What follows belongs to an exercise in optimizing a design on an open flow for small area; a production flow would make more cautious choices. At most, simulation tests tie the RTL to the original design; equivalence was not proved. For run 4, only the layout was checked, not whether the RTL still works. Power and IR drop assume default switching activity.

==> design.v <==
module core_fsm(
    input            clk,
    input            rst,
    input  [3:0]     elec_idle_break,
    output           rx_det_seq_req,    
    input  [3:0]     rx_det_seq_ack,
    input  [3:0]     rx_det_valid,
    output [3:0]     ts_info,
    output           ts_update,
    input            ts_update_ack,     
    output           linkup,
    input            tsa_p2c,           
    input            tsa_p_a2c,
    input            tsa_c_ws2wa,
    input            tsa_c_wa2nw,
    input            tsa_c_nw2na,
    input            tsa_c_na2c,
    input            tsa_c_c2i
);
localparam DQ = 2'd0, DA = 2'd1, POLL = 2'd2, CFG = 2'd3;
localparam LD_NONE = 2'd0, LD_12M = 2'd1, LD_12K = 2'd2, LD_24K = 2'd3;
reg [1:0]  st, st_n;
reg        ps, ps_n;
reg [2:0]  cs, cs_n;
reg        pulse, pulse_n;
reg [1:0]  ld, ld_n;
reg [31:0] cnt;
reg [3:0]  ti, ti_n;
reg        upd, upd_n;
reg        req, req_n;
assign rx_det_seq_req = req;
assign ts_info = ti;
assign ts_update = upd;
assign linkup = (st == CFG) && (cs == 3'd5);
wire timeout = ~|cnt & ~|ld;
always @(posedge clk) begin
    if (rst) begin
        st <= DQ; ps <= 1'b0; cs <= 3'd0; pulse <= 1'b0; ld <= LD_NONE;
        ti <= 4'd0; upd <= 1'b0; req <= 1'b0;
    end else begin
        st <= st_n; ps <= ps_n; cs <= cs_n; pulse <= pulse_n; ld <= ld_n;
        ti <= ti_n; upd <= upd_n; req <= req_n;
    end
end
always @(posedge clk) begin
    if (rst)
        cnt <= 32'hffffffff;
    else case (ld)
        LD_12M: cnt <= 32'd12000000;
        LD_12K: cnt <= 32'd12000;
        LD_24K: cnt <= 32'd24000;
        default: cnt <= cnt - 32'd1;
    endcase
end
always @* begin
    st_n = st; ps_n = ps; cs_n = cs; pulse_n = pulse; ti_n = ti; upd_n = upd; req_n = req;
    ld_n = LD_NONE;
    if (~pulse) begin
        pulse_n = 1'b1;
        ld_n = (st == DQ) ? LD_12M : (st == DA) ? LD_12K : LD_24K;
        if (st[1]) begin
            ti_n = st[0] ? {1'b1, cs} : {3'b001, ps};
            upd_n = 1'b1;
        end
    end else if (st[1]) begin
        upd_n = upd & ~ts_update_ack;
    end
    case (st)
        DQ: if (|elec_idle_break || timeout) begin
                st_n = DA; pulse_n = 1'b0; req_n = 1'b1;
            end
        DA: begin
                if (&rx_det_seq_ack) req_n = 1'b0;
                if (&rx_det_valid) begin
                    st_n = POLL; pulse_n = 1'b0; req_n = 1'b0;
                end else if (timeout) begin
                    st_n = DQ;
                end
            end
        POLL: begin
                if (~ps) begin
                    if (tsa_p_a2c) begin ps_n = 1'b1; pulse_n = 1'b0; end
                end else if (tsa_p2c) begin
                    st_n = CFG; ps_n = 1'b0; pulse_n = 1'b0;
                end
                if (timeout) st_n = DQ;
            end
        CFG: begin
                case (cs)
                    3'd0: if (tsa_c_ws2wa) begin cs_n = 3'd1;   pulse_n = 1'b0; end
                    3'd1:   if (tsa_c_wa2nw) begin cs_n = 3'd2;  pulse_n = 1'b0; end
                    3'd2:  if (tsa_c_nw2na) begin cs_n = 3'd3;   pulse_n = 1'b0; end
                    3'd3:   if (tsa_c_na2c)  begin cs_n = 3'd4; pulse_n = 1'b0; end
                    3'd4: if (tsa_c_c2i)   begin cs_n = 3'd5;     pulse_n = 1'b0; end
                    default: ;
                endcase
                if (timeout) st_n = DQ;
            end
    endcase
end
endmodule
module ts_gen #(parameter [7:0] LANE = 8'h01) (
    input                clk,
    input                rst,
    input  [3:0]         ts_info,
    input                ts_update,
    output               ts_update_ack,
    input                mode,
    output               to_tsa_ts_sent_enough,
    input  [7:0]         from_tsa_rcv_link_num,
    input                from_tsa_rcv_link_num_vld,
    input                from_tsa_rcv_lane_num_vld,
    output               to_tsa_update_ack,
    output               ts_valid,
    output [127:0]       ts,
    input                ts_tx_fifo_full
);
wire       is_poll = ~ts_info[3] & ts_info[1];
wire       is_cfg  = ts_info[3];
wire [2:0] sub     = ts_info[2:0];
wire       complete = (sub == 3'd4);
reg        gs, gs_n;
reg        tack, tack_n;
reg        uack, uack_n;
reg        se, se_n;
reg        vld, vld_n;
reg        lka, lka_n;
reg        lna, lna_n;
reg        t1, t1_n;           
reg        t2, t2_n;           
reg        p1, p1_n;           
reg        k1, k1_n;           
reg        p2, p2_n;           
reg        n2, n2_n;           
reg [10:0] cnt, cnt_n;
reg [1:0]  tg, tg_n;
assign ts_update_ack = tack;
assign to_tsa_update_ack = uack;
assign to_tsa_ts_sent_enough = se;
assign ts_valid = vld;
wire tsa_update = from_tsa_rcv_link_num_vld | from_tsa_rcv_lane_num_vld;
wire ge = (tg == 2'd0) | ((tg == 2'd1) & |cnt[10:1]) | ((tg == 2'd2) & |cnt[10:4]) | ((tg == 2'd3) & cnt[10]);
always @(posedge clk) begin
    if (rst) begin
        gs <= 1'b0; tack <= 1'b0; uack <= 1'b0; se <= 1'b0; vld <= 1'b0;
        lka <= 1'b0; lna <= 1'b0; t1 <= 1'b0; t2 <= 1'b0;
        p1 <= 1'b0; k1 <= 1'b0; p2 <= 1'b0; n2 <= 1'b0; cnt <= 11'd0; tg <= 2'd0;
    end else begin
        gs <= gs_n; tack <= tack_n; uack <= uack_n; se <= se_n; vld <= vld_n;
        lka <= lka_n; lna <= lna_n; t1 <= t1_n; t2 <= t2_n;
        p1 <= p1_n; k1 <= k1_n; p2 <= p2_n; n2 <= n2_n; cnt <= cnt_n; tg <= tg_n;
    end
end
always @* begin
    gs_n = gs; tack_n = tack; uack_n = uack; se_n = se; vld_n = vld;
    lka_n = lka; lna_n = lna; t1_n = t1; t2_n = t2;
    p1_n = p1; k1_n = k1; p2_n = p2; n2_n = n2; cnt_n = cnt; tg_n = tg;
    if (~gs) begin
        if (ts_update | tsa_update) begin
            gs_n = 1'b1;
            tack_n = ts_update;
            uack_n = tsa_update;
            se_n = 1'b0;
            if (is_poll) begin
                t1_n = ~ts_info[0]; t2_n = ts_info[0];
                p1_n = 1'b1; k1_n = 1'b0; p2_n = 1'b1; n2_n = 1'b0;
                tg_n = ts_info[0] ? 2'd2 : 2'd3;
            end else if (is_cfg) begin
                t1_n = ~complete; t2_n = complete;
                tg_n = complete ? 2'd2 : 2'd1;
                case (sub)
                    3'd0: begin
                        p1_n = mode; k1_n = 1'b0; p2_n = 1'b1; n2_n = 1'b0;
                    end
                    3'd1: begin
                        if (~mode) begin
                            p1_n = 1'b0; k1_n = 1'b0; p2_n = 1'b0; n2_n = 1'b1;
                        end else begin
                            p1_n = ~lka; k1_n = lka; p2_n = ~lna; n2_n = lna;
                        end
                    end
                    3'd2: begin
                        if (mode) begin
                            p1_n = 1'b0; k1_n = 1'b0; p2_n = ~lna; n2_n = lna;
                        end
                    end
                    3'd3, 3'd4: uack_n = 1'b0;
                    default: ;
                endcase
            end
        end
    end else begin
        tack_n = 1'b0;
        uack_n = 1'b0;
        if (ge) se_n = 1'b1;
        vld_n = ~ts_tx_fifo_full;
        if (~ts_tx_fifo_full) cnt_n = cnt + 11'd1;
        if (ts_update & ~tack) begin
            gs_n = 1'b0; tack_n = 1'b1; cnt_n = 11'd0; se_n = 1'b0;
        end
        if (tsa_update & ~uack) begin
            gs_n = 1'b0; uack_n = 1'b1; cnt_n = 11'd0; se_n = 1'b0;
            if (from_tsa_rcv_link_num_vld) lka_n = 1'b1;
            if (from_tsa_rcv_lane_num_vld) lna_n = 1'b1;
        end
    end
end
wire       L  = t1 | t2;
wire [7:0] s0 = {L, 1'b0, L, L, L, L, 1'b0, 1'b0};            
wire [7:0] s1 = ({8{p1}} & 8'hF7) | ({8{k1}} & from_tsa_rcv_link_num);
wire [7:0] s2 = ({8{p2}} & 8'hF7) | ({8{n2}} & LANE);
wire [7:0] s3 = {8{L}};                                       
wire [7:0] s4 = {2'b00, L, L, L, L, L, 1'b0};                 
wire [7:0] s5 = 8'h00;
wire [7:0] sid = {1'b0, L, 2'b00, t1, t2, t1, t2};           
assign ts = {s0, s1, s2, s3, s4, s5, {10{sid}}};
endmodule
module tsa_ctl(
    input        clk,
    input        rst,
    input  [3:0] ts_info,
    input        ts_update,
    output       ts_update_ack,
    output       active,      
    output       upd_new,     
    output       t8,          
    output       et2,         
    output       e1_link,     
    output       e2_num,      
    output       m1,          
    output       m2,          
    output       ts2m         
);
wire       is_poll = ~ts_info[3] & ts_info[1];
wire       is_cfg  = ts_info[3];
wire [2:0] sub     = ts_info[2:0];
reg as, tack, rt8, ret2, re1, re2, rm1, rm2, rts2m;
assign ts_update_ack = tack;
assign active = as;
assign upd_new = ts_update & ~tack;
assign t8 = rt8; assign et2 = ret2; assign e1_link = re1; assign e2_num = re2;
assign m1 = rm1; assign m2 = rm2; assign ts2m = rts2m;
always @(posedge clk) begin
    if (rst) begin
        as <= 1'b0; tack <= 1'b0; rt8 <= 1'b0; ret2 <= 1'b0; re1 <= 1'b0; re2 <= 1'b0;
        rm1 <= 1'b0; rm2 <= 1'b0; rts2m <= 1'b0;
    end else if (~as) begin
        if (ts_update) begin
            as <= 1'b1;
            tack <= 1'b1;
            if (is_poll) begin
                rt8 <= 1'b1; ret2 <= ts_info[0]; re1 <= 1'b0; re2 <= 1'b0;
                rm1 <= 1'b0; rm2 <= 1'b0;
            end else if (is_cfg) begin
                rt8 <= (sub == 3'd0) | (sub == 3'd4);
                ret2 <= (sub == 3'd4);
                case (sub)
                    3'd0: begin rm1 <= 1'b1; rm2 <= 1'b0; re2 <= 1'b0; end
                    3'd1:   begin rm1 <= 1'b0; rm2 <= 1'b1; re1 <= 1'b1; end
                    3'd2:  begin rm1 <= 1'b0; rm2 <= 1'b1; rts2m <= 1'b1; end
                    3'd4: begin rm1 <= 1'b0; rm2 <= 1'b0; re1 <= 1'b1; re2 <= 1'b1; end
                    default: ;
                endcase
            end
        end
    end else begin
        tack <= 1'b0;
        if (ts_update & ~tack) begin
            as <= 1'b0;
            tack <= 1'b1;
        end
    end
end
endmodule
module tsa #(parameter [7:0] LANE = 8'h01) (
    input                clk,
    input                rst,
    input  [3:0]         ts_info,
    input                mode,
    input                active,
    input                upd_new,
    input                t8,
    input                et2,
    input                e1_link,
    input                e2_num,
    input                m1,
    input                m2,
    input                ts2m,
    input                to_tsa_ts_sent_enough,
    output [7:0]         to_tsg_rcv_link_num,
    output               to_tsg_rcv_link_num_vld,
    output               to_tsg_rcv_lane_num_vld,
    input                from_tsg_update_ack,
    input                remote_ts_valid,
    input  [127:0]       remote_ts,
    output               tsa_p_a2c,
    output               tsa_p2c,
    output               tsa_c_ws2wa,
    output               tsa_c_wa2nw,
    output               tsa_c_nw2na,
    output               tsa_c_na2c,
    output               tsa_c_c2i
);
wire       is_poll = ~ts_info[3] & ts_info[1];
wire       is_cfg  = ts_info[3];
wire [2:0] sub     = ts_info[2:0];
reg [15:0] cnt;
reg        f_pa2c, f_p2c, f_ws2wa, f_wa2nw, f_nw2na, f_na2c, f_c2i;
reg [7:0]  link_num, lane_num;
reg        link_vld, lane_vld, link_acq, lane_acq;
assign tsa_p_a2c = f_pa2c;
assign tsa_p2c = f_p2c;
assign tsa_c_ws2wa = f_ws2wa;
assign tsa_c_wa2nw = f_wa2nw;
assign tsa_c_nw2na = f_nw2na;
assign tsa_c_na2c = f_na2c;
assign tsa_c_c2i = f_c2i;
assign to_tsg_rcv_link_num = link_num;
assign to_tsg_rcv_link_num_vld = link_vld;
assign to_tsg_rcv_lane_num_vld = lane_vld;
wire [7:0] r0 = remote_ts[127:120];
wire [7:0] r1 = remote_ts[119:112];
wire [7:0] r2 = remote_ts[111:104];
wire [7:0] r3 = remote_ts[103:96];
wire [7:0] r4 = remote_ts[95:88];
wire [7:0] r5 = remote_ts[87:80];
reg all_ts1, all_ts2;
integer i;
always @* begin
    all_ts1 = 1'b1; all_ts2 = 1'b1;
    for (i = 0; i < 10; i = i + 1) begin
        all_ts1 = all_ts1 & (remote_ts[8*i +: 8] == 8'h4A);
        all_ts2 = all_ts2 & (remote_ts[8*i +: 8] == 8'h45);
    end
end
wire       r1_link = (r1 == link_num);
wire       r2_lane = (r2 == lane_num);
wire       r2_wl   = (r2 == LANE);
wire       r2_pad  = (r2 == 8'hF7);
wire       eq_c    = (r0 == 8'hBC) & (r3 == 8'hFF) & (r4 == 8'h3E) & (r5 == 8'h00);
wire       eq1     = e1_link ? r1_link : (r1 == 8'hF7);
wire       eq2     = e2_num ? (mode ? r2_lane : r2_wl) : r2_pad;
wire       eq_id   = et2 ? all_ts2 : all_ts1;
wire       base    = eq_c & eq_id;
wire       full    = base & eq1 & eq2;
wire       mm      = base & (m1 | eq1) & (m2 | eq2);
wire       ts2ok   = (~ts2m | (eq_c & eq1)) & all_ts2;
wire       ge      = t8 ? |cnt[15:3] : |cnt[15:1];
wire       v       = remote_ts_valid;
wire       vm      = v & mm;
wire       usp_ln  = v & (mm ? ~r2_lane : (r2_lane & ts2ok));
reg inc, clr;
always @* begin
    inc = 1'b0; clr = 1'b0;
    if (is_poll) begin
        inc = v & full;
        if (upd_new) clr = 1'b1;
        else if (ge & (to_tsa_ts_sent_enough | ~t8)) clr = 1'b1;
    end
    if (is_cfg) begin
        case (sub)
            3'd0: begin
                inc = vm & (mode | (r1 == 8'h00));
                if (ge) clr = 1'b1;
            end
            3'd1: begin
                if (~mode) clr = 1'b1;
                else begin
                    inc = vm & (lane_acq | r2_wl);
                    if (ge) clr = 1'b1;
                end
            end
            3'd2, 3'd3: begin
                if (~mode) inc = vm & ((sub == 3'd2) ? ~r2_pad : r2_wl);
                else inc = usp_ln;
                if (ge) clr = 1'b1;
            end
            3'd4: begin
                inc = vm;
                if (ge & to_tsa_ts_sent_enough) clr = 1'b1;
            end
            default: ;
        endcase
        if (upd_new) clr = 1'b1;
    end
end
always @(posedge clk) begin
    if (active) begin
        if (clr) cnt <= 16'd0;
        else if (inc) cnt <= cnt + 16'd1;
    end else begin
        cnt <= 16'd0;
    end
end
always @(posedge clk) begin
    if (rst) begin
        f_pa2c <= 1'b0; f_p2c <= 1'b0; f_ws2wa <= 1'b0; f_wa2nw <= 1'b0;
        f_nw2na <= 1'b0; f_na2c <= 1'b0; f_c2i <= 1'b0;
        link_num <= 8'd0; lane_num <= 8'd0;
        link_vld <= 1'b0; lane_vld <= 1'b0; link_acq <= 1'b0; lane_acq <= 1'b0;
    end else if (active) begin
        if (is_poll & ~upd_new & ge & (to_tsa_ts_sent_enough | ~t8)) begin
            f_pa2c <= ~ts_info[0];
            f_p2c <= ts_info[0];
        end
        if (is_cfg) begin
            case (sub)
                3'd0: begin
                    if (ge) f_ws2wa <= 1'b1;
                    if (mode) begin
                        if (~link_acq) begin
                            if (vm) begin
                                link_num <= r1; link_vld <= 1'b1; link_acq <= 1'b1;
                            end
                        end else if (from_tsg_update_ack) begin
                            link_vld <= 1'b0;
                        end
                    end
                end
                3'd1: begin
                    if (~mode | ge) f_wa2nw <= 1'b1;
                    if (mode) begin
                        if (~lane_acq) begin
                            if (vm) begin
                                lane_num <= r2; lane_vld <= r2_wl; lane_acq <= r2_wl;
                            end
                        end else if (from_tsg_update_ack) begin
                            lane_vld <= 1'b0;
                        end
                    end
                end
                3'd2: if (ge) f_nw2na <= 1'b1;
                3'd3:  if (ge) f_na2c <= 1'b1;
                3'd4: if (ge & to_tsa_ts_sent_enough) f_c2i <= 1'b1;
                default: ;
            endcase
        end
    end
end
endmodule
module LTSSM(
    input            clk,  
    input            rst,
    input            mode,  
    input            lane0_rx_det,
    input            lane1_rx_det,
    input            lane2_rx_det,
    input            lane3_rx_det,
    input            lane0_idle_break,
    input            lane1_idle_break,
    input            lane2_idle_break,
    input            lane3_idle_break,
    output           lane0_rx_det_seq_req,
    output           lane1_rx_det_seq_req,
    output           lane2_rx_det_seq_req,
    output           lane3_rx_det_seq_req,
    input            lane0_rx_det_seq_ack,
    input            lane1_rx_det_seq_ack,
    input            lane2_rx_det_seq_ack,
    input            lane3_rx_det_seq_ack,
    input[127:0]     lane0_ts_i,
    input            lane0_ts_i_vld,
    output[127:0]    lane0_ts_o,
    output           lane0_ts_o_vld,
    input[127:0]     lane1_ts_i,
    input            lane1_ts_i_vld,
    output[127:0]    lane1_ts_o,
    output           lane1_ts_o_vld,
    input[127:0]     lane2_ts_i,
    input            lane2_ts_i_vld,
    output[127:0]    lane2_ts_o,
    output           lane2_ts_o_vld,
    input[127:0]     lane3_ts_i,
    input            lane3_ts_i_vld,
    output[127:0]    lane3_ts_o,
    output           lane3_ts_o_vld,
    input            lane0_tx_fifo_full,
    input            lane1_tx_fifo_full,
    input            lane2_tx_fifo_full,
    input            lane3_tx_fifo_full,
    output[5:0]      curr_speed,
    output           linkup
);
wire [3:0]  ts_info;
wire        ts_update;
wire        req;
wire [3:0]  gen_ack;
wire        rx_ack;
wire        active, upd_new, t8, et2, e1_link, e2_num, m1, m2, ts2m;
wire [3:0]  p_a2c, p2c, ws2wa, wa2nw, nw2na, na2c, c2i;
assign curr_speed = 6'h01;
assign {lane3_rx_det_seq_req, lane2_rx_det_seq_req, lane1_rx_det_seq_req, lane0_rx_det_seq_req} = {4{req}};
core_fsm core_fsm_u(
    .clk             (clk),
    .rst             (rst),
    .elec_idle_break ({lane3_idle_break, lane2_idle_break, lane1_idle_break, lane0_idle_break}),
    .rx_det_seq_req  (req),
    .rx_det_seq_ack  ({lane3_rx_det_seq_ack, lane2_rx_det_seq_ack, lane1_rx_det_seq_ack, lane0_rx_det_seq_ack}),
    .rx_det_valid    ({lane3_rx_det, lane2_rx_det, lane1_rx_det, lane0_rx_det}),
    .ts_info         (ts_info),
    .ts_update       (ts_update),
    .ts_update_ack   (&gen_ack & rx_ack),
    .linkup          (linkup),
    .tsa_p2c         (&p2c),
    .tsa_p_a2c       (&p_a2c),
    .tsa_c_ws2wa     (&ws2wa),
    .tsa_c_wa2nw     (&wa2nw),
    .tsa_c_nw2na     (&nw2na),
    .tsa_c_na2c      (&na2c),
    .tsa_c_c2i       (&c2i)
);
tsa_ctl tsa_ctl_u(
    .clk           (clk),
    .rst           (rst),
    .ts_info       (ts_info),
    .ts_update     (ts_update),
    .ts_update_ack (rx_ack),
    .active        (active),
    .upd_new       (upd_new),
    .t8            (t8),
    .et2           (et2),
    .e1_link       (e1_link),
    .e2_num        (e2_num),
    .m1            (m1),
    .m2            (m2),
    .ts2m          (ts2m)
);
wire [7:0] lane0_link_num;
wire       lane0_link_vld, lane0_lane_vld, lane0_sent_enough, lane0_uack;
ts_gen #(.LANE(8'h01)) ts_gen_u0(
    .clk                       (clk),
    .rst                       (rst),
    .ts_info                   (ts_info),
    .ts_update                 (ts_update),
    .ts_update_ack             (gen_ack[0]),
    .mode                      (mode),
    .to_tsa_ts_sent_enough     (lane0_sent_enough),
    .from_tsa_rcv_link_num     (lane0_link_num),
    .from_tsa_rcv_link_num_vld (lane0_link_vld),
    .from_tsa_rcv_lane_num_vld (lane0_lane_vld),
    .to_tsa_update_ack         (lane0_uack),
    .ts_valid                  (lane0_ts_o_vld),
    .ts                        (lane0_ts_o),
    .ts_tx_fifo_full           (lane0_tx_fifo_full)
);
tsa #(.LANE(8'h01)) u_tsa_u0(
    .clk                     (clk),
    .rst                     (rst),
    .ts_info                 (ts_info),
    .mode                    (mode),
    .active                  (active),
    .upd_new                 (upd_new),
    .t8                      (t8),
    .et2                     (et2),
    .e1_link                 (e1_link),
    .e2_num                  (e2_num),
    .m1                      (m1),
    .m2                      (m2),
    .ts2m                    (ts2m),
    .to_tsa_ts_sent_enough   (lane0_sent_enough),
    .to_tsg_rcv_link_num     (lane0_link_num),
    .to_tsg_rcv_link_num_vld (lane0_link_vld),
    .to_tsg_rcv_lane_num_vld (lane0_lane_vld),
    .from_tsg_update_ack     (lane0_uack),
    .remote_ts_valid         (lane0_ts_i_vld),
    .remote_ts               (lane0_ts_i),
    .tsa_p_a2c               (p_a2c[0]),
    .tsa_p2c                 (p2c[0]),
    .tsa_c_ws2wa             (ws2wa[0]),
    .tsa_c_wa2nw             (wa2nw[0]),
    .tsa_c_nw2na             (nw2na[0]),
    .tsa_c_na2c              (na2c[0]),
    .tsa_c_c2i               (c2i[0])
);
wire [7:0] lane1_link_num;
wire       lane1_link_vld, lane1_lane_vld, lane1_sent_enough, lane1_uack;
ts_gen #(.LANE(8'h02)) ts_gen_u1(
    .clk                       (clk),
    .rst                       (rst),
    .ts_info                   (ts_info),
    .ts_update                 (ts_update),
    .ts_update_ack             (gen_ack[1]),
    .mode                      (mode),
    .to_tsa_ts_sent_enough     (lane1_sent_enough),
    .from_tsa_rcv_link_num     (lane1_link_num),
    .from_tsa_rcv_link_num_vld (lane1_link_vld),
    .from_tsa_rcv_lane_num_vld (lane1_lane_vld),
    .to_tsa_update_ack         (lane1_uack),
    .ts_valid                  (lane1_ts_o_vld),
    .ts                        (lane1_ts_o),
    .ts_tx_fifo_full           (lane1_tx_fifo_full)
);
tsa #(.LANE(8'h02)) u_tsa_u1(
    .clk                     (clk),
    .rst                     (rst),
    .ts_info                 (ts_info),
    .mode                    (mode),
    .active                  (active),
    .upd_new                 (upd_new),
    .t8                      (t8),
    .et2                     (et2),
    .e1_link                 (e1_link),
    .e2_num                  (e2_num),
    .m1                      (m1),
    .m2                      (m2),
    .ts2m                    (ts2m),
    .to_tsa_ts_sent_enough   (lane1_sent_enough),
    .to_tsg_rcv_link_num     (lane1_link_num),
    .to_tsg_rcv_link_num_vld (lane1_link_vld),
    .to_tsg_rcv_lane_num_vld (lane1_lane_vld),
    .from_tsg_update_ack     (lane1_uack),
    .remote_ts_valid         (lane1_ts_i_vld),
    .remote_ts               (lane1_ts_i),
    .tsa_p_a2c               (p_a2c[1]),
    .tsa_p2c                 (p2c[1]),
    .tsa_c_ws2wa             (ws2wa[1]),
    .tsa_c_wa2nw             (wa2nw[1]),
    .tsa_c_nw2na             (nw2na[1]),
    .tsa_c_na2c              (na2c[1]),
    .tsa_c_c2i               (c2i[1])
);
wire [7:0] lane2_link_num;
wire       lane2_link_vld, lane2_lane_vld, lane2_sent_enough, lane2_uack;
ts_gen #(.LANE(8'h04)) ts_gen_u2(
    .clk                       (clk),
    .rst                       (rst),
    .ts_info                   (ts_info),
    .ts_update                 (ts_update),
    .ts_update_ack             (gen_ack[2]),
    .mode                      (mode),
    .to_tsa_ts_sent_enough     (lane2_sent_enough),
    .from_tsa_rcv_link_num     (lane2_link_num),
    .from_tsa_rcv_link_num_vld (lane2_link_vld),
    .from_tsa_rcv_lane_num_vld (lane2_lane_vld),
    .to_tsa_update_ack         (lane2_uack),
    .ts_valid                  (lane2_ts_o_vld),
    .ts                        (lane2_ts_o),
    .ts_tx_fifo_full           (lane2_tx_fifo_full)
);
tsa #(.LANE(8'h04)) u_tsa_u2(
    .clk                     (clk),
    .rst                     (rst),
    .ts_info                 (ts_info),
    .mode                    (mode),
    .active                  (active),
    .upd_new                 (upd_new),
    .t8                      (t8),
    .et2                     (et2),
    .e1_link                 (e1_link),
    .e2_num                  (e2_num),
    .m1                      (m1),
    .m2                      (m2),
    .ts2m                    (ts2m),
    .to_tsa_ts_sent_enough   (lane2_sent_enough),
    .to_tsg_rcv_link_num     (lane2_link_num),
    .to_tsg_rcv_link_num_vld (lane2_link_vld),
    .to_tsg_rcv_lane_num_vld (lane2_lane_vld),
    .from_tsg_update_ack     (lane2_uack),
    .remote_ts_valid         (lane2_ts_i_vld),
    .remote_ts               (lane2_ts_i),
    .tsa_p_a2c               (p_a2c[2]),
    .tsa_p2c                 (p2c[2]),
    .tsa_c_ws2wa             (ws2wa[2]),
    .tsa_c_wa2nw             (wa2nw[2]),
    .tsa_c_nw2na             (nw2na[2]),
    .tsa_c_na2c              (na2c[2]),
    .tsa_c_c2i               (c2i[2])
);
wire [7:0] lane3_link_num;
wire       lane3_link_vld, lane3_lane_vld, lane3_sent_enough, lane3_uack;
ts_gen #(.LANE(8'h08)) ts_gen_u3(
    .clk                       (clk),
    .rst                       (rst),
    .ts_info                   (ts_info),
    .ts_update                 (ts_update),
    .ts_update_ack             (gen_ack[3]),
    .mode                      (mode),
    .to_tsa_ts_sent_enough     (lane3_sent_enough),
    .from_tsa_rcv_link_num     (lane3_link_num),
    .from_tsa_rcv_link_num_vld (lane3_link_vld),
    .from_tsa_rcv_lane_num_vld (lane3_lane_vld),
    .to_tsa_update_ack         (lane3_uack),
    .ts_valid                  (lane3_ts_o_vld),
    .ts                        (lane3_ts_o),
    .ts_tx_fifo_full           (lane3_tx_fifo_full)
);
tsa #(.LANE(8'h08)) u_tsa_u3(
    .clk                     (clk),
    .rst                     (rst),
    .ts_info                 (ts_info),
    .mode                    (mode),
    .active                  (active),
    .upd_new                 (upd_new),
    .t8                      (t8),
    .et2                     (et2),
    .e1_link                 (e1_link),
    .e2_num                  (e2_num),
    .m1                      (m1),
    .m2                      (m2),
    .ts2m                    (ts2m),
    .to_tsa_ts_sent_enough   (lane3_sent_enough),
    .to_tsg_rcv_link_num     (lane3_link_num),
    .to_tsg_rcv_link_num_vld (lane3_link_vld),
    .to_tsg_rcv_lane_num_vld (lane3_lane_vld),
    .from_tsg_update_ack     (lane3_uack),
    .remote_ts_valid         (lane3_ts_i_vld),
    .remote_ts               (lane3_ts_i),
    .tsa_p_a2c               (p_a2c[3]),
    .tsa_p2c                 (p2c[3]),
    .tsa_c_ws2wa             (ws2wa[3]),
    .tsa_c_wa2nw             (wa2nw[3]),
    .tsa_c_nw2na             (nw2na[3]),
    .tsa_c_na2c              (na2c[3]),
    .tsa_c_c2i               (c2i[3])
);
endmodule
==> run.sh <==
#!/bin/bash
# synth_recipe.tcl (not shown) runs the flow's synth.tcl, then flattens the netlist and writes it again
# the make line also repeats each setting of config.mk as NAME=value (left out here)
make -C /OpenROAD-flow-scripts/flow DESIGN_CONFIG=/design/flow/config.mk WORK_HOME=/design/flow/orfs CLKGATE_MAP_FILE= SYNTH_SCRIPT=/design/flow/synth_recipe.tcl finish
==> config.mk <==
export PLATFORM = sky130hd
export DESIGN_NAME = LTSSM
export DESIGN_NICKNAME = LTSSM
export VERILOG_FILES = /design/flow/design.v
export SDC_FILE = /design/flow/constraint.sdc
export NUM_CORES = 4
export LEC_CHECK = 0
export ABC_AREA = 1
export CAP_MARGIN = 20
export CORE_AREA = 10 10 390 390
export DIE_AREA = 0 0 400 400
export SLEW_MARGIN = 20
==> constraint.sdc <==
create_clock -name core_clock -period 8.0 [get_ports {clk}]
set_input_delay 1.6000 -clock core_clock [delete_from_list [all_inputs] [get_ports {clk}]]
set_output_delay 1.6000 -clock core_clock [all_outputs]
set_load 0.01 [all_outputs]
==> notes.md, run 1 <==
- Outcome: finished clean
- Post-Route Setup TNS: 0 ns
- Gpl congestion: roughly 0.93
- Setup bufs post-CTS: 0
- Clk sink count: roughly 330
- Main synth FF type: dfxtp_1
- Hold Vio Cnt, Final: 0
- Synth unique cells: 57
- CTS max path bufs: 3
- Max-Slew Margin vs Limit: roughly a quarter
- Largest net degree at the start of global routing: a little under 90
- Gr usage total: roughly 12%
- Switching Share: around a quarter
- Final ANT Viol Nets: 0
- Io pins: 1062
- Flop pwr share: just under 40%
- Post-synthesis cell count: between 3000 and 4000
- Number of synthesized register bits: about 330
- Clock share of power: a little under half
- Number of enable flip-flop cells after synthesis: 0
- Starting DRT DRC Count: between 1500 and 2000
- Drc violations: 0
- Initial Utilization: 16.2%
- Post-synth ARST share: 0%
- Hold WC Path Type: flop to flop
- Post-synth top area share: 28.2%
- Min Hold Slack: between 0.4 and 0.5 ns
- Die area: between 0.15 and 0.2 mm²
- P&R area growth vs syn: 40.7%
- Hold_sp: u_tsa_u3.f_wa2nw
- Fin Clk Skew: about 0.047 ns
- Core Area: ~0.14 mm²
- Placement Cell Area: 0.0313 mm²
- Total congestion overflow: 0
- Cell Pwr Density: roughly 130 mW/mm²
- Fmax: 202 MHz
- CP Capture Type: flop
- Top post-synthesis cells by area: dfxtp_1 28%, buf_4 16%, nand2_1 8.9%
- Post-DR vias/cell: approximately 4
- Psw: about 1.1 mW
- DP HPWL: between 90000 and 100000 µm
- Worst-path fanout max: 14
- Combinational share of power: roughly 14%
- Num CTS Buffers: 42
- Final non-filler cell area: ~0.033 mm²
- Syn Area/Cell: 6.53 µm²
- Seq/Total Area, Yosys: 28.2%
- Root Buffer: clkbuf_16
- Arr. time, crit path: roughly 5.4 ns
- Hold Crit Depth: 2
- R2R depth: 11
- Peak VDD IR: about 140 µV
- Share of layout cells above drive strength 1: approximately 3.2%
- Commonest cells post-synth: 551 x nand2_1, 487 x buf_4, 479 x nor2_1, 471 x inv_1, 328 x dfxtp_1
- Routed WL per cell: 18.0 µm
- Post-Syn Area: approximately 0.023 mm²
- Tot Pwr: ~4.3 mW
- Required @ worst endpoint: 8.47 ns
- Row cnt: roughly 140
- # hold bufs at CTS: 0
- Lkg Pwr: 11.9 nW
- Post-Route Utilization: ~23%
- Hold Crit Endpoint: u_tsa_u3.f_wa2nw
- CP Launch Type: primary input
- P_int: 3.16 mW
- Worst skew pair latency: about 0.6 ns
- Fill count: about 16000
- RSZ-0062 raised after global routing: no
- Pre-Repair DR Iteration Count: 6
- Total Routed Length: between 100000 and 150000 µm
- Number of global-route vias before repair: 22620
- DR vias: 24302
- Chip height: roughly 400 µm
- Clock transition at path regs: 0.06 ns
- # setup viols final: 0
- Initial antenna violation count: 16
- R2R Setup Slk: between 4 and 5 ns
- Buffers added on ports: 876
- CTS tree: yes
- Period utilization: about three fifths
- Crit Path Class: primary input to flop
- Max Slew Vio Count: 0
- Dominant cell type by area after synthesis: dfxtp_1
- Nets: approximately 4700
- R2r endpoint: u_tsa_u1.cnt[14]
- FF-to-FF Start: tsa_ctl_u.re1
- Most frequent cell after synthesis: nand2_1
- Min cycle time layout: between 4 and 5 ns
- YS warnings: 10
- Post-CTS resize count: 0
- First-pass GRT wire length: around 150000 µm
- Max-cap violations: 0
- H-tree levels: 2
- Die width: ~400 µm
- Measured slew at the worst slew-check pin: between 1 and 1.5 ns
==> how the worst max path moves through the flow <==
stage / from / endpoint / slack, ns / cells past startpoint
after detailed placement: lane3_ts_i[12] / u_tsa_u3.link_num[0] / 2.43 / 14
after global placement: lane3_ts_i[13] / u_tsa_u3.cnt[0] / 2.54 / 15
after floorplan: lane1_ts_i[10] / u_tsa_u1.cnt[10] / 4.61 / 16
after global routing: lane3_ts_i[13] / u_tsa_u3.link_num[1] / 2.67 / 15
after CTS: lane3_ts_i[12] / u_tsa_u3.link_num[0] / 3.09 / 14
final: mode / u_tsa_u2.lane_num[1] / 3.05 / 12
==> metal layers <==
layer | wire length (µm) | global-route usage (%)
met1 | 47500 | 16.6
met2 | 49900 | 20.6
met3 | 9880 | 2.45
met4 | 2190 | 3.02
met5 | 27 | 0
==> per-stage QoR <==
stage	setup slack, ns	cells
CTS	3.09	6068
floorplan	4.61	3746
global placement	2.54	5992
finish	3.05	6077
global route	2.67	6068
detailed placement	2.43	5992
==> cells by family after synthesis <==
logic type	Yosys count	share of synthesized area, %
and+or+nand+nor	1567	30.0
buffers and inverters	1023	24.7
AOI/OAI and AO/OA	532	12.6
DFF	328	28.2
xor gates and xnor gates	97	3.65
adders and majority gates	14	0.753
other	2	0.0323
==> cells in the final DEF, fill, tap and decap left out, types with 8 or more instances in the layout <==
cell type          n
clkbuf_8           8
xnor2_1           23
o21ai_0          181
xor2_1            74
nand3_1          213
clkbuf_16         42
a211oi_1          44
nor4_1            56
nand2_2           14
conb_1           185
diode_2            9
nand2_1          551
ha_1              14
or2_2             17
dfxtp_1          328
clkbuf_1           8
nand4_1          104
nor3_1            83
a21oi_1          248
clkdlybuf4s50_1  875
buf_4             14
nand3b_1          20
nor2_1           479
inv_1            470
a31oi_1           10
==> final cells by class <==
class | count | area, µm² | area share [%]
Multi-Input combinational cell | 2395 | 11700 | 35.6
Timing Repair Buffer | 889 | 8860 | 27.1
Sequential cell | 328 | 6570 | 20.1
Tap cell | 1903 | 2380 | 7.27
Inverter | 477 | 1790 | 5.47
Clock buffer | 58 | 1190 | 3.64
Clock inverter | 18 | 274 | 0.837
Antenna cell | 9 | 22.5 | 0.0688
==> power by group through the flow <==
stage / Clock (mW) / Sequential, mW / Combinational, mW
2_1_floorplan: 0 / 1.72 / 0.275
3_3_place_gp: 0 / 1.72 / 0.564
3_5_place_dp: 0 / 1.72 / 0.570
4_1_cts: 2.08 / 1.69 / 0.574
5_1_grt: 2.13 / 1.69 / 0.630
6_report: 2.02 / 1.69 / 0.580
==> state kept, by name (all words and copies together), names as in the netlist, 11 cells and up <==
signal,flops
ts_gen_u2.cnt,11
u_tsa_u0.cnt,16
core_fsm_u.cnt,32
u_tsa_u2.cnt,16
ts_gen_u0.cnt,11
u_tsa_u1.cnt,16
u_tsa_u3.cnt,16
ts_gen_u1.cnt,11
ts_gen_u3.cnt,11
==> critical path, stage by stage <==
cell and delay (ns):
clkdlybuf4s50_1 0.88, clkinv_1 0.49, nor2_1 0.26, inv_1 0.16, nor2_2 0.35, inv_1 0.16
nor2_1 0.18, inv_1 0.07, nor2_1 0.55, inv_1 0.37, o21ai_0 0.25, a21oi_1 0.06
==> run 2, diff against run 1 <==
--- a/config.mk
+++ b/config.mk
@@ -5,7 +5,6 @@
 export SDC_FILE = /design/flow/constraint.sdc
 export NUM_CORES = 4
 export LEC_CHECK = 0
-export ABC_AREA = 1
 export CAP_MARGIN = 20
 export CORE_AREA = 10 10 390 390
 export DIE_AREA = 0 0 400 400
==> notes.md, run 2 <==
- Post-Route Setup TNS: 0 ns (unchanged)
- Share of layout cells above drive strength 1: 4.47% (was 3.24%)
- CTS tree: yes (unchanged)
- Gr usage total: 12.1% (was 12.5%)
- Die width: 400 µm (unchanged)
- Most frequent cell after synthesis: buf_4 (was nand2_1)
- Max-cap violations: 0 (unchanged)
- YS warnings: 10 (unchanged)
- Nets: 3855 (was 4682)
- Worst skew pair latency: 0.57 ns (was 0.61 ns)
- Post-Route Utilization: 21.8% (was 22.8%)
- Cell Pwr Density: 125 mW/mm² (was 131 mW/mm²)
- Synth unique cells: 82 (was 57)
- Min Hold Slack: 0.451 ns (was 0.450 ns)
- DP HPWL: 90100 µm (was 93100 µm)
- Top reg by flops: core_fsm_u.cnt (unchanged)
- Initial Utilization: 15.3% (was 16.2%)
- Max Slew Vio Count: 0 (unchanged)
- Dominant cell type by area after synthesis: dfxtp_1 (unchanged)
- Post-synthesis cell count: 2752 (was 3563)
- Worst-path fanout max: 8 (was 14)
- Number of synthesized register bits: 328 (unchanged)
- Fin Clk Skew: 0.0476 ns (was 0.0467 ns)
- First-pass GRT wire length: 145000 µm (was 151000 µm)
- Clock transition at path regs: 0.07 ns (was 0.06 ns)
- Commonest cells post-synth: 487 x buf_4, 345 x nor2_1, 328 x dfxtp_1, 149 x a21oi_1, 149 x nand2_1 (was 551 x nand2_1, 487 x buf_4, 479 x nor2_1, 471 x inv_1, 328 x dfxtp_1)
- Row cnt: 139 (unchanged)
- R2R depth: 10 (was 11)
- H-tree levels: 2 (unchanged)
- Peak VDD IR: 115 µV (was 139 µV)
- Period utilization: 67.9% (was 61.9%)
- CTS max path bufs: 3 (unchanged)
- P&R area growth vs syn: 42.2% (was 40.7%)
- Hold Vio Cnt, Final: 0 (unchanged)
- Post-synth top area share: 29.9% (was 28.2%)
- Post-synth ARST share: 0% (unchanged)
- # hold bufs at CTS: 0 (unchanged)
- Post-Syn Area: 0.0220 mm² (was 0.0233 mm²)
- Hold WC Path Type: flop to flop (unchanged)
- Syn Area/Cell: 7.98 µm² (was 6.53 µm²)
- # setup viols final: 0 (unchanged)
- Drc violations: 0 (unchanged)
- FF-to-FF Start: tsa_ctl_u.re1 (unchanged)
- Fmax: 184 MHz (was 202 MHz)
- Total congestion overflow: 0 (unchanged)
- DR vias: 21592 (was 24302)
- Measured slew at the worst slew-check pin: 1.25 ns (was 1.10 ns)
- Most common cell after layout, fill and taps aside: clkdlybuf4s50_1 (unchanged)
- Initial antenna violation count: 26 (was 16)
- Routed WL per cell: 20.3 µm (was 18.0 µm)
- Final ANT Viol Nets: 0 (unchanged)
- Num CTS Buffers: 34 (was 42)
- RSZ-0062 raised after global routing: no (unchanged)
- CP Launch Type: primary input (unchanged)
- Hold_sp: u_tsa_u2.f_wa2nw (was u_tsa_u3.f_wa2nw)
- Seq/Total Area, Yosys: 29.9% (was 28.2%)
- Lkg Pwr: 10.6 nW (was 11.9 nW)
- Gpl congestion: 0.935 (was 0.930)
- Total Routed Length: 106000 µm (was 109000 µm)
- Largest net degree at the start of global routing: 150 (was 89)
- Io pins: 1062 (unchanged)
- Post-CTS resize count: 0 (unchanged)
- Required @ worst endpoint: 8.42 ns (was 8.47 ns)
- Tot Pwr: 3.92 mW (was 4.29 mW)
- Arr. time, crit path: 5.85 ns (was 5.42 ns)
- Top post-synthesis cells by area: dfxtp_1 30%, buf_4 17%, nor2_1 5.9% (was dfxtp_1 28%, buf_4 16%, nand2_1 8.9%)
- CP Capture Type: flop (unchanged)
- Clk sink count: 328 (unchanged)
- Max reg flops: 32 (unchanged)
- Starting DRT DRC Count: 1746 (was 1608)
- Max-Slew Margin vs Limit: 16.0% (was 26.4%)
- Number of global-route vias before repair: 20527 (was 22620)
- Core Area: 0.143 mm² (unchanged)
- Setup bufs post-CTS: 0 (unchanged)
- Crit Path Class: primary input to flop (unchanged)
- Number of enable flip-flop cells after synthesis: 0 (unchanged)
- Post-DR vias/cell: 4.12 (was 4.00)
- Hold Crit Depth: 2 (unchanged)
- Outcome: finished clean (unchanged)
- Root Buffer: clkbuf_16 (unchanged)
- Min cycle time layout: 5.43 ns (was 4.95 ns)
- Hold Crit Endpoint: u_tsa_u2.f_wa2nw (was u_tsa_u3.f_wa2nw)
- R2R Setup Slk: 3.54 ns (was 4.07 ns)
- Buffers added on ports: 876 (unchanged)
- Chip height: 400 µm (unchanged)
- R2r endpoint: u_tsa_u1.link_num[2] (was u_tsa_u1.cnt[14])
- Pre-Repair DR Iteration Count: 8 (was 6)
- Die area: 0.160 mm² (unchanged)
- Most frequent cells in the layout: 875 x clkdlybuf4s50_1, 345 x nor2_1, 328 x dfxtp_1 (was 875 x clkdlybuf4s50_1, 551 x nand2_1, 479 x nor2_1)
- Main synth FF type: dfxtp_1 (unchanged)
run 2: changes by cell type after synthesis, sizes merged, moves of 46 or more:
cell	change
nand2	-420
a21oi	-99
o21ai	-81
nor2	-138
mux2i	+82
nand3	-153
nor4bb	+64
inv	-430
a21o	+49
nor4b	+46
run 2: worst max path at each step:
stage / to / cells after the start / startpoint / slack [ns]
floorplan: u_tsa_u0.cnt[7] / 10 / lane0_ts_i[118] / 4.00
global placement: u_tsa_u0.link_num[5] / 11 / lane0_ts_i[95] / 1.91
detailed placement: u_tsa_u1.link_num[5] / 10 / lane1_ts_i[34] / 2.19
CTS: u_tsa_u1.link_num[6] / 10 / lane1_ts_i[34] / 2.78
global route: u_tsa_u1.link_num[1] / 10 / lane1_ts_i[34] / 2.38
finish: u_tsa_u1.link_num[2] / 10 / lane1_ts_i[34] / 2.57
run 2: cell families after synthesis:
kind of cell,count (synthesis),synth area share [%]
AOI/OAI and AO/OA,459,13.1
xor gates and xnor gates,124,4.94
adders and majority gates,14,0.797
buffers and inverters,616,19.0
DFF,328,29.9
muxes,82,3.74
other,2,0.0342
and+or+nand+nor,1127,28.5
run 2: critical path: stages:
cell and delay (ns):
clkdlybuf4s50_1 0.72, nor4bb_1 0.79, nand4_1 0.19, nor4_1 0.50, a22o_1 0.27, o2111a_1 0.27
nand2_1 0.23, nor3_2 0.93, mux2i_1 0.28, nor2_1 0.05
run 2: layout make-up:
class / instances / area [µm²]
repair buffers: 909 / 9030
multi-input cells: 1991 / 12000
clock inverters: 16 / 174
flip-flops and latches: 328 / 6570
inverters: 42 / 158
fillers: 15787 / 112000
well taps: 1903 / 2380
clock buffers: 44 / 960
diodes: 5 / 12.5
run 2: metrics by stage:
step | instances | instance area [µm²] | setup WS, ns
2_1_floorplan | 2935 | 22700 | 4.00
3_3_place_gp | 5172 | 30100 | 1.91
3_5_place_dp | 5173 | 30100 | 2.19
4_1_cts | 5233 | 31200 | 2.78
5_1_grt | 5233 | 31200 | 2.38
6_report | 5238 | 31200 | 2.57
run 2: report_power, final:
| part | switching (mW) | total, mW | internal, mW |
|---|---|---|---|
| Clock | 0.742 | 1.66 | 0.922 |
| Combinational | 0.253 | 0.568 | 0.315 |
| Sequential | 0.0291 | 1.69 | 1.66 |
| Total | 1.02 | 3.92 | 2.89 |
run 2: routing by layer:
metal	track usage, %	wire (µm)	share of wire, %
met4	1.35	904	0.85
met1	17.2	48800	46
met2	18.5	46300	44
met3	3.44	10100	9.5
met5	0	128	0.12
==> run 3, diff against run 2 <==
==> flow/run.sh (new file) <==
#!/bin/bash
# Standard layout, but the port buffers are the smallest buffer cell.
cp standard.sh standard_sh_copy.txt
export BUFFER_PORTS_ARGS="-buffer_cell sky130_fd_sc_hd__buf_1"
bash standard.sh > standard.log 2>&1
==> standard.sh (new file) <==
#!/bin/bash
# synth_recipe.tcl (not shown) runs the flow's synth.tcl, then flattens the netlist and writes it again
# the make line also repeats each setting of config.mk as NAME=value (left out here)
make -C /OpenROAD-flow-scripts/flow DESIGN_CONFIG=/design/flow/config.mk WORK_HOME=/design/flow/orfs CLKGATE_MAP_FILE= SYNTH_SCRIPT=/design/flow/synth_recipe.tcl "${@:-finish}"
removed: run.sh
==> notes.md, run 3 <==
- Outcome: finished clean (unchanged)
- CTS max path bufs: 3 (unchanged)
- Num CTS Buffers: 36 (was 34)
- DP HPWL: 87100 µm (was 90100 µm)
- Starting DRT DRC Count: 1816 (was 1746)
- Post-CTS resize count: 0 (unchanged)
- Fin Clk Skew: 0.0267 ns (was 0.0476 ns)
- Hold Vio Cnt, Final: 0 (unchanged)
- YS warnings: 10 (unchanged)
- Grt peak-use layer: met2 (unchanged)
- Main synth FF type: dfxtp_1 (unchanged)
- Total Routed Length: 102000 µm (was 106000 µm)
- Crit Path Class: primary input to flop (unchanged)
- Io pins: 1062 (unchanged)
- Die area: 0.160 mm² (unchanged)
- Share of layout cells above drive strength 1: 4.47% (about the same)
- Most frequent cell after synthesis: buf_4 (unchanged)
- H-tree levels: 2 (unchanged)
- Hold_sp: ts_gen_u1.n2 (was u_tsa_u2.f_wa2nw)
- Chip height: 400 µm (unchanged)
- Nets: 3856 (was 3855)
- Buffers added on ports: 876 (unchanged)
- Measured slew at the worst slew-check pin: 1.21 ns (was 1.25 ns)
- Hold WC Path Type: flop to flop (unchanged)
- First-pass GRT wire length: 139000 µm (was 145000 µm)
- Commonest cells post-synth: 487 x buf_4, 345 x nor2_1, 328 x dfxtp_1, 149 x a21oi_1, 149 x nand2_1 (unchanged)
- Dominant cell type by area after synthesis: dfxtp_1 (unchanged)
- Max-Slew Margin vs Limit: 18.5% (was 16.0%)
- DR vias: 21735 (was 21592)
- Worst-path fanout max: 8 (unchanged)
- Post-synth top area share: 29.9% (unchanged)
- Number of global-route vias before repair: 20035 (was 20527)
- Final ANT Viol Nets: 0 (unchanged)
- GR Util met2: 17.0% (was 18.5%)
- Most common cell after layout, fill and taps aside: buf_1 (was clkdlybuf4s50_1)
- # setup viols final: 0 (unchanged)
- Clock transition at path regs: 0.06 ns (was 0.07 ns)
- Post-Route Utilization: 18.0% (was 21.8%)
- Largest net degree at the start of global routing: 183 (was 150)
- CP Launch Type: primary input (unchanged)
- Max Slew Vio Count: 0 (unchanged)
- Core Area: 0.143 mm² (unchanged)
- Arr. time, crit path: 5.42 ns (was 5.85 ns)
- Setup bufs post-CTS: 0 (unchanged)
- Cell Pwr Density: 144 mW/mm² (was 125 mW/mm²)
- Clk sink count: 328 (unchanged)
- Post-Route Setup TNS: 0 ns (unchanged)
- P&R area growth vs syn: 17.3% (was 42.2%)
- Fill count: 16249 (was 15787)
- Worst skew pair latency: 0.55 ns (was 0.57 ns)
- Met1 Usage GRT: 17.0% (was 17.2%)
- CP Capture Type: flop (unchanged)
- Peak VDD IR: 114 µV (was 115 µV)
- # hold bufs at CTS: 0 (unchanged)
- Initial Utilization: 15.3% (unchanged)
- Met3 Use GR: 3.19% (was 3.44%)
- Drc violations: 0 (unchanged)
- Synth unique cells: 82 (unchanged)
- Seq/Total Area, Yosys: 29.9% (unchanged)
- Period utilization: 62.8% (was 67.9%)
- Number of synthesized register bits: 328 (unchanged)
- Max reg flops: 32 (unchanged)
- Gr usage total: 11.6% (was 12.1%)
- FF-to-FF Start: tsa_ctl_u.re1 (unchanged)
- Lkg Pwr: 8.41 nW (was 10.6 nW)
- Die width: 400 µm (unchanged)
- RSZ-0062 raised after global routing: no (unchanged)
- Fmax: 199 MHz (was 184 MHz)
- Required @ worst endpoint: 8.40 ns (was 8.42 ns)
- Total congestion overflow: 0 (unchanged)
- Tot Pwr: 3.72 mW (was 3.92 mW)
- CTS tree: yes (unchanged)
- Syn Area/Cell: 7.98 µm² (unchanged)
- Number of enable flip-flop cells after synthesis: 0 (unchanged)
- Crit. Startpoint: lane2_ts_i[3] (was lane1_ts_i[34])
- Post-synthesis cell count: 2752 (unchanged)
- Top post-synthesis cells by area: dfxtp_1 30%, buf_4 17%, nor2_1 5.9% (unchanged)
- Routed WL per cell: 19.5 µm (was 20.3 µm)
- Initial antenna violation count: 26 (unchanged)
- Gpl congestion: 1.01 (was 0.935)
- Post-DR vias/cell: 4.14 (was 4.12)
- Row cnt: 139 (unchanged)
- Root Buffer: clkbuf_16 (unchanged)
- Max-cap violations: 0 (unchanged)
- Top reg by flops: core_fsm_u.cnt (unchanged)
- Pre-Repair DR Iteration Count: 5 (was 8)
- Most frequent cells in the layout: 875 x buf_1, 345 x nor2_1, 328 x dfxtp_1 (was 875 x clkdlybuf4s50_1, 345 x nor2_1, 328 x dfxtp_1)
- Min cycle time layout: 5.02 ns (was 5.43 ns)
- Post-Syn Area: 0.0220 mm² (unchanged)
- Post-synth ARST share: 0% (unchanged)
run 3: cell types whose count changed in the layout (fill, tap and decap cells not counted), moves of 3 or more:
| cell | before | now |
|---|---|---|
| clkinvlp_4 | 7 | 3 |
| buf_1 | 0 | 875 |
| clkbuf_1 | 4 | 7 |
| inv_6 | 0 | 3 |
| diode_2 | 5 | 9 |
| clkdlybuf4s50_1 | 875 | 0 |
run 3: layout make-up:
type                    instances  area, µm²  area share (%)
multi-input cells            1991      12000            46.4
flip-flops and latches        328       6570            25.5
repair buffers                908       3540            13.8
well taps                    1903       2380            9.24
clock buffers                  47        982            3.81
inverters                      42        158           0.612
clock inverters                16        145           0.563
diodes                          9       22.5          0.0874
run 3: final timing paths:
kind | endpoint | slack [ns] | cells past startpoint
min | ts_gen_u1.n2 | 0.46 | 2
max | u_tsa_u2.lane_num[3] | 2.98 | 9
max reg2reg | u_tsa_u1.link_num[0] | 3.90 | 10
min reg2reg | ts_gen_u1.n2 | 0.46 | 2
run 3: where the power goes:
group	leakage (nW)	internal (mW)	switching, mW
Clock	0.549	0.910	0.735
Combinational	5.20	0.138	0.251
Sequential	2.65	1.66	0.0300
run 3: worst max-delay path, cell delays in order:
cell and delay [ns]:
buf_1 0.10, nor4bb_1 0.80, nand4_1 0.38, or4_1 0.61, a21boi_0 0.55, nand3_1 0.41, or3_1 0.67, mux2i_1 0.24
nor2_1 0.06
run 3: cell families after synthesis:
| family | after synthesis | synth area share (%) |
|---|---|---|
| mux | 82 | 3.74 |
| flops | 328 | 29.9 |
| fa+ha+maj | 14 | 0.797 |
| xor+xnor | 124 | 4.94 |
| simple gates | 1127 | 28.5 |
| buf+inv | 616 | 19.0 |
| compound gates | 459 | 13.1 |
| other cells | 2 | 0.0342 |
run 3: metal layers:
layer  vias to the layer above  part of all wire (%)
met5                         -                 0.074
met4                        12                   1.0
met3                        81                   9.9
met2                       993                    43
met1                     10322                    46
li1                      10327                     -
run 3: metrics by stage:
| step | worst slack [ns] | instance area (µm²) | instances | hold slack [ns] |
|---|---|---|---|---|
| global route | 2.88 | 25700 | 5236 | 0.480 |
| detailed placement | 2.59 | 24600 | 5172 | 0.440 |
| finish | 2.98 | 25800 | 5244 | 0.456 |
| CTS | 3.17 | 25700 | 5235 | 0.451 |
| global placement | 1.96 | 24600 | 5171 | 0.437 |
| floorplan | 4.00 | 22700 | 2935 | 0.426 |
==> run 4, diff against run 3 <==
--- a/design.v
+++ b/design.v
@@ -139,7 +139,7 @@
 assign to_tsa_ts_sent_enough = se;
 assign ts_valid = vld;
 wire tsa_update = from_tsa_rcv_link_num_vld | from_tsa_rcv_lane_num_vld;
-wire ge = (tg == 2'd0) | ((tg == 2'd1) & |cnt[10:1]) | ((tg == 2'd2) & |cnt[10:4]) | ((tg == 2'd3) & cnt[10]);
+wire ge = (tg == 2'd0) | ((tg == 2'd1) & |cnt[10:1]) | ((tg == 2'd2) & |cnt[10:4]) | ((tg == 2'd3) & (cnt >= 11'd1024));
 always @(posedge clk) begin
     if (rst) begin
         gs <= 1'b0; tack <= 1'b0; uack <= 1'b0; se <= 1'b0; vld <= 1'b0;
--- a/config.mk
+++ b/config.mk
@@ -7,5 +7,7 @@
 export LEC_CHECK = 0
 export CAP_MARGIN = 20
 export CORE_AREA = 10 10 390 390
+export CTS_BUF_LIST = sky130_fd_sc_hd__clkbuf_4
+export CTS_CLUSTER_SIZE = 30
 export DIE_AREA = 0 0 400 400
 export SLEW_MARGIN = 20
==> notes.md, run 4 <==
- Outcome: finished clean (unchanged)
- Chip height: 400 µm (unchanged)
- Buffers added on ports: 876 (unchanged)
- Total congestion overflow: 0 (unchanged)
- Clock share of power: 42.9% (was 44.2%)
- Compound-Gate Fraction of Synth Area: 13.6% (was 13.1%)
- RSZ-0062 raised after global routing: no (unchanged)
- Number of enable flip-flop cells after synthesis: 0 (unchanged)
- Setup bufs post-CTS: 0 (unchanged)
- Routed WL per cell: 18.3 µm (was 19.5 µm)
- Post-synth ARST share: 0% (unchanged)
- Top post-synthesis cells by area: dfxtp_1 29%, buf_4 16%, nor2_1 5.3% (was dfxtp_1 30%, buf_4 17%, nor2_1 5.9%)
- Drc violations: 0 (unchanged)
- Largest net degree at the start of global routing: 94 (was 183)
- Post-synth top area share: 29.3% (was 29.9%)
- Cell Pwr Density: 139 mW/mm² (was 144 mW/mm²)
- Combinational share of power: 10.7% (was 10.5%)
- Root Buffer: clkbuf_4 (was clkbuf_16)
- Measured slew at the worst slew-check pin: 1.06 ns (was 1.21 ns)
- DR vias: 22375 (was 21735)
- Cell family with most CP delay: simple AND/OR/NAND/NOR gates (unchanged)
- Final WS setup: 3.32 ns (was 2.98 ns)
- Crit path cell chain: buf_1 -> inv_1 -> nor3_1 -> nand3_1 -> a2111o_1 -> and2_1 -> nor4_1 -> mux2_2 (was buf_1 -> nor4bb_1 -> nand4_1 -> or4_1 -> a21boi_0 -> nand3_1 -> or3_1 -> mux2i_1 -> nor2_1)
- Required @ worst endpoint: 8.76 ns (was 8.40 ns)
- Critical path endpoint: u_tsa_u3.cnt[15] (was u_tsa_u2.lane_num[3])
- Clk sink count: 328 (unchanged)
- Max Slew Vio Count: 0 (unchanged)
- Post-synthesis cell count: 2822 (was 2752)
- Fin Clk Skew: 0.0926 ns (was 0.0267 ns)
- First-pass GRT wire length: 136000 µm (was 139000 µm)
- Hold_sp: u_tsa_u3.f_wa2nw (was ts_gen_u1.n2)
- Slowest CP cell: nor3_1 (was nor4bb_1)
- Num CTS Buffers: 87 (was 36)
- Largest family of logic cells by synthesized area: simple AND/OR/NAND/NOR gates (unchanged)
- Fin cells: 5404 (was 5244)
- Switching Share: 28.7% (was 27.3%)
- Hold WC Path Type: flop to flop (unchanged)
- Dominant cell type by area after synthesis: dfxtp_1 (unchanged)
- Most common cell after layout, fill and taps aside: buf_1 (unchanged)
- # hold bufs at CTS: 0 (unchanged)
- Worst skew pair latency: 0.90 ns (was 0.55 ns)
- CTS tree: yes (unchanged)
- DP HPWL: 83000 µm (was 87100 µm)
- Hold Vio Cnt, Final: 0 (unchanged)
- Gpl congestion: 0.890 (was 1.01)
- Synth unique cells: 85 (was 82)
- Commonest cells post-synth: 488 x buf_4, 328 x dfxtp_1, 318 x nor2_1, 178 x nand2_1, 158 x a21oi_1 (was 487 x buf_4, 345 x nor2_1, 328 x dfxtp_1, 149 x a21oi_1, 149 x nand2_1)
- YS warnings: 10 (unchanged)
- Adder-Cell Fraction of Synth Area: 1.00% (was 0.797%)
- Xor and xnor area share after synthesis: 4.53% (was 4.94%)
- Syn Area/Cell: 7.95 µm² (was 7.98 µm²)
- Io pins: 1062 (unchanged)
- Gr usage total: 11.2% (was 11.6%)
- Total Routed Length: 99100 µm (was 102000 µm)
- Initial Utilization: 15.6% (was 15.3%)
- Post-CTS resize count: 0 (unchanged)
- Seq/Total Area, Yosys: 29.3% (was 29.9%)
- R2R Setup Slk: 3.57 ns (was 3.90 ns)
- R2R depth: 8 (was 10)
- Psw: 1.05 mW (was 1.02 mW)
- Max reg flops: 32 (unchanged)
- CP Capture Type: flop (unchanged)
- Flop pwr share: 46.4% (was 45.3%)
- Pre-Repair DR Iteration Count: 5 (unchanged)
- Post-Place Cells: 5238 (was 5172)
- Lkg Pwr: 8.81 nW (was 8.41 nW)
- Min cycle time layout: 4.68 ns (was 5.02 ns)
- Number of global-route vias before repair: 21502 (was 20035)
- Max-cap violations: 0 (unchanged)
- Mux cell area share after synthesis: 3.89% (was 3.74%)
- P&R area growth vs syn: 16.9% (was 17.3%)
- Peak VDD IR: 96.0 µV (was 114 µV)
- Fill count: 16296 (was 16249)
- Die width: 400 µm (unchanged)
- Critical path depth: 8 (was 9)
- Crit-path max cell delay: 0.74 ns (was 0.80 ns)
- Most frequent cell after synthesis: buf_4 (unchanged)
- P_int: 2.60 mW (was 2.70 mW)
- Placement Setup Slack: 2.54 ns (was 2.59 ns)
- Main synth FF type: dfxtp_1 (unchanged)
- Share of layout cells above drive strength 1: 6.42% (was 4.47%)
- Clock transition at path regs: 0.06 ns (about the same)
- Post-Route Setup TNS: 0 ns (unchanged)
- H-tree levels: 3 (was 2)
- Worst-path fanout max: 19 (was 8)
- Die area: 0.160 mm² (unchanged)
- # setup viols final: 0 (unchanged)
- Final ANT Viol Nets: 0 (unchanged)
- Period utilization: 58.5% (was 62.8%)
- Min Hold Slack: 0.449 ns (was 0.456 ns)
- Row cnt: 139 (unchanged)
- Buf+Inv Stages, Crit Path: 2 (was 1)
- CP Launch Type: primary input (unchanged)
- CTS max path bufs: 3 (unchanged)
- Starting DRT DRC Count: 1523 (was 1816)
- Top reg by flops: core_fsm_u.cnt (unchanged)
- Fmax: 214 MHz (was 199 MHz)
- R2r endpoint: u_tsa_u3.lane_num[1] (was u_tsa_u1.link_num[0])
- Crit Path Class: primary input to flop (unchanged)
- Crit. Startpoint: mode (was lane2_ts_i[3])
- Max-Slew Margin vs Limit: 29.0% (was 18.5%)
- Post-DR vias/cell: 4.14 (about the same)
- Initial antenna violation count: 34 (was 26)
- FF-to-FF Start: tsa_ctl_u.ret2 (was tsa_ctl_u.re1)
- Number of synthesized register bits: 328 (unchanged)
- Nets: 3977 (was 3856)
- Post-synthesis simple-gate area fraction: 28.8% (was 28.5%)
- Arr. time, crit path: 5.44 ns (was 5.42 ns)
- Post-Syn Area: 0.0224 mm² (was 0.0220 mm²)
- Core Area: 0.143 mm² (unchanged)
- Most frequent cells in the layout: 875 x buf_1, 328 x dfxtp_1, 318 x nor2_1 (was 875 x buf_1, 345 x nor2_1, 328 x dfxtp_1)
-- run 4: metrics by stage --
step                instance area (µm²)  power, mW  util (%)
finish                            26200       3.65      18.3
global route                      26200       3.84      18.3
CTS                               26200       3.72      18.3
detailed placement                25100       2.12      17.5
global placement                  25000       2.11      17.5
floorplan                         23100       1.99         -
-- run 4: worst min path at each step --
| stage | end | slack, ns | cells after the start |
|---|---|---|---|
| after floorplan | u_tsa_u3.f_wa2nw | 0.43 | 2 |
| after global placement | u_tsa_u2.f_wa2nw | 0.44 | 2 |
| after detailed placement | u_tsa_u1.f_wa2nw | 0.44 | 2 |
| after CTS | u_tsa_u3.f_wa2nw | 0.45 | 2 |
| after global routing | u_tsa_u3.f_wa2nw | 0.49 | 2 |
| final | u_tsa_u3.f_wa2nw | 0.45 | 2 |
-- run 4: layer usage --
| metal | track usage (%) | up-vias | routed length (µm) |
|---|---|---|---|
| li1 | - | 10766 | - |
| met1 | 11.5 | 10461 | 34500 |
| met2 | 21.3 | 954 | 53000 |
| met3 | 2.71 | 176 | 8070 |
| met4 | 4.88 | 18 | 3370 |
| met5 | 0 | - | 126 |
-- run 4: worst reg2reg max path, cell delays in order (launching register included) --
cell and delay [ns]:
dfxtp_1 0.71, buf_4 0.32, inv_1 0.30, nor4_1 0.65, o211ai_1 0.30, a221oi_1 0.80
nand3_1 0.71, mux2i_1 0.37, nor2_1 0.05
-- run 4: cells by family after synthesis --
family                     count (synthesis)
AOI/OAI and AO/OA                        482
buffers and inverters                    633
muxes                                     87
xor gates and xnor gates                 116
DFF                                      328
adders and majority gates                 18
other                                      2
and+or+nand+nor                         1156
-- run 4: area by class of cell --
class	instances	area, µm²	area share (%)
diodes	13	32.5	0.124
clock buffers	121	908	3.46
clock inverters	32	219	0.835
inverters	59	221	0.844
multi-input cells	2044	12400	47.3
flip-flops and latches	328	6570	25.0
well taps	1903	2380	9.08
repair buffers	904	3500	13.3
-- run 4: power groups by stage --
stage	sequential, mW	clock, mW	combinational (mW)
global placement	1.73	0	0.379
CTS	1.69	1.64	0.388
floorplan	1.72	0	0.273
detailed placement	1.73	0	0.385
global route	1.70	1.71	0.434
finish	1.70	1.57	0.392

[afterwards: timing with drivers on the ports]
The flow's constraints put no driver on any port. The routed layouts listed below were extracted and timed again, unchanged, in two steps. Step 1 assumes that a clkbuf_16 drives the clock port and a buf_2 every other input. Step 2 moves the port delays by t, midway between the first and last clock arrival at a register: inputs arrive t later, outputs are due t later. That takes back most of the time a late clock gives input paths. Three values: no drivers, after step 1, after step 2; two values: the first two.
| run | t (ns) | setup WS [ns] | slew at the worst register clock pin (ns) | worst data-port slew with drivers (ns) |
|---|---|---|---|---|
| run 1 | 0.635 | 3.051 / 2.954 / 2.320 | 0.07 / 0.07 | 0.34 |
| run 2 | 0.620 | 2.568 / 2.592 / 1.972 | 0.07 / 0.07 | 0.35 |
| run 3 | 0.611 | 2.976 / 2.984 / 2.373 | 0.07 / 0.07 | 0.36 |
| run 4 | 0.900 | 3.320 / 3.242 / 2.342 | 0.08 / 0.08 | 0.18 |
After both steps every run listed still meets setup and hold. The setup slack of run 4, which loses most, moves by -0.078 ns with the drivers and by -0.978 ns with both steps.
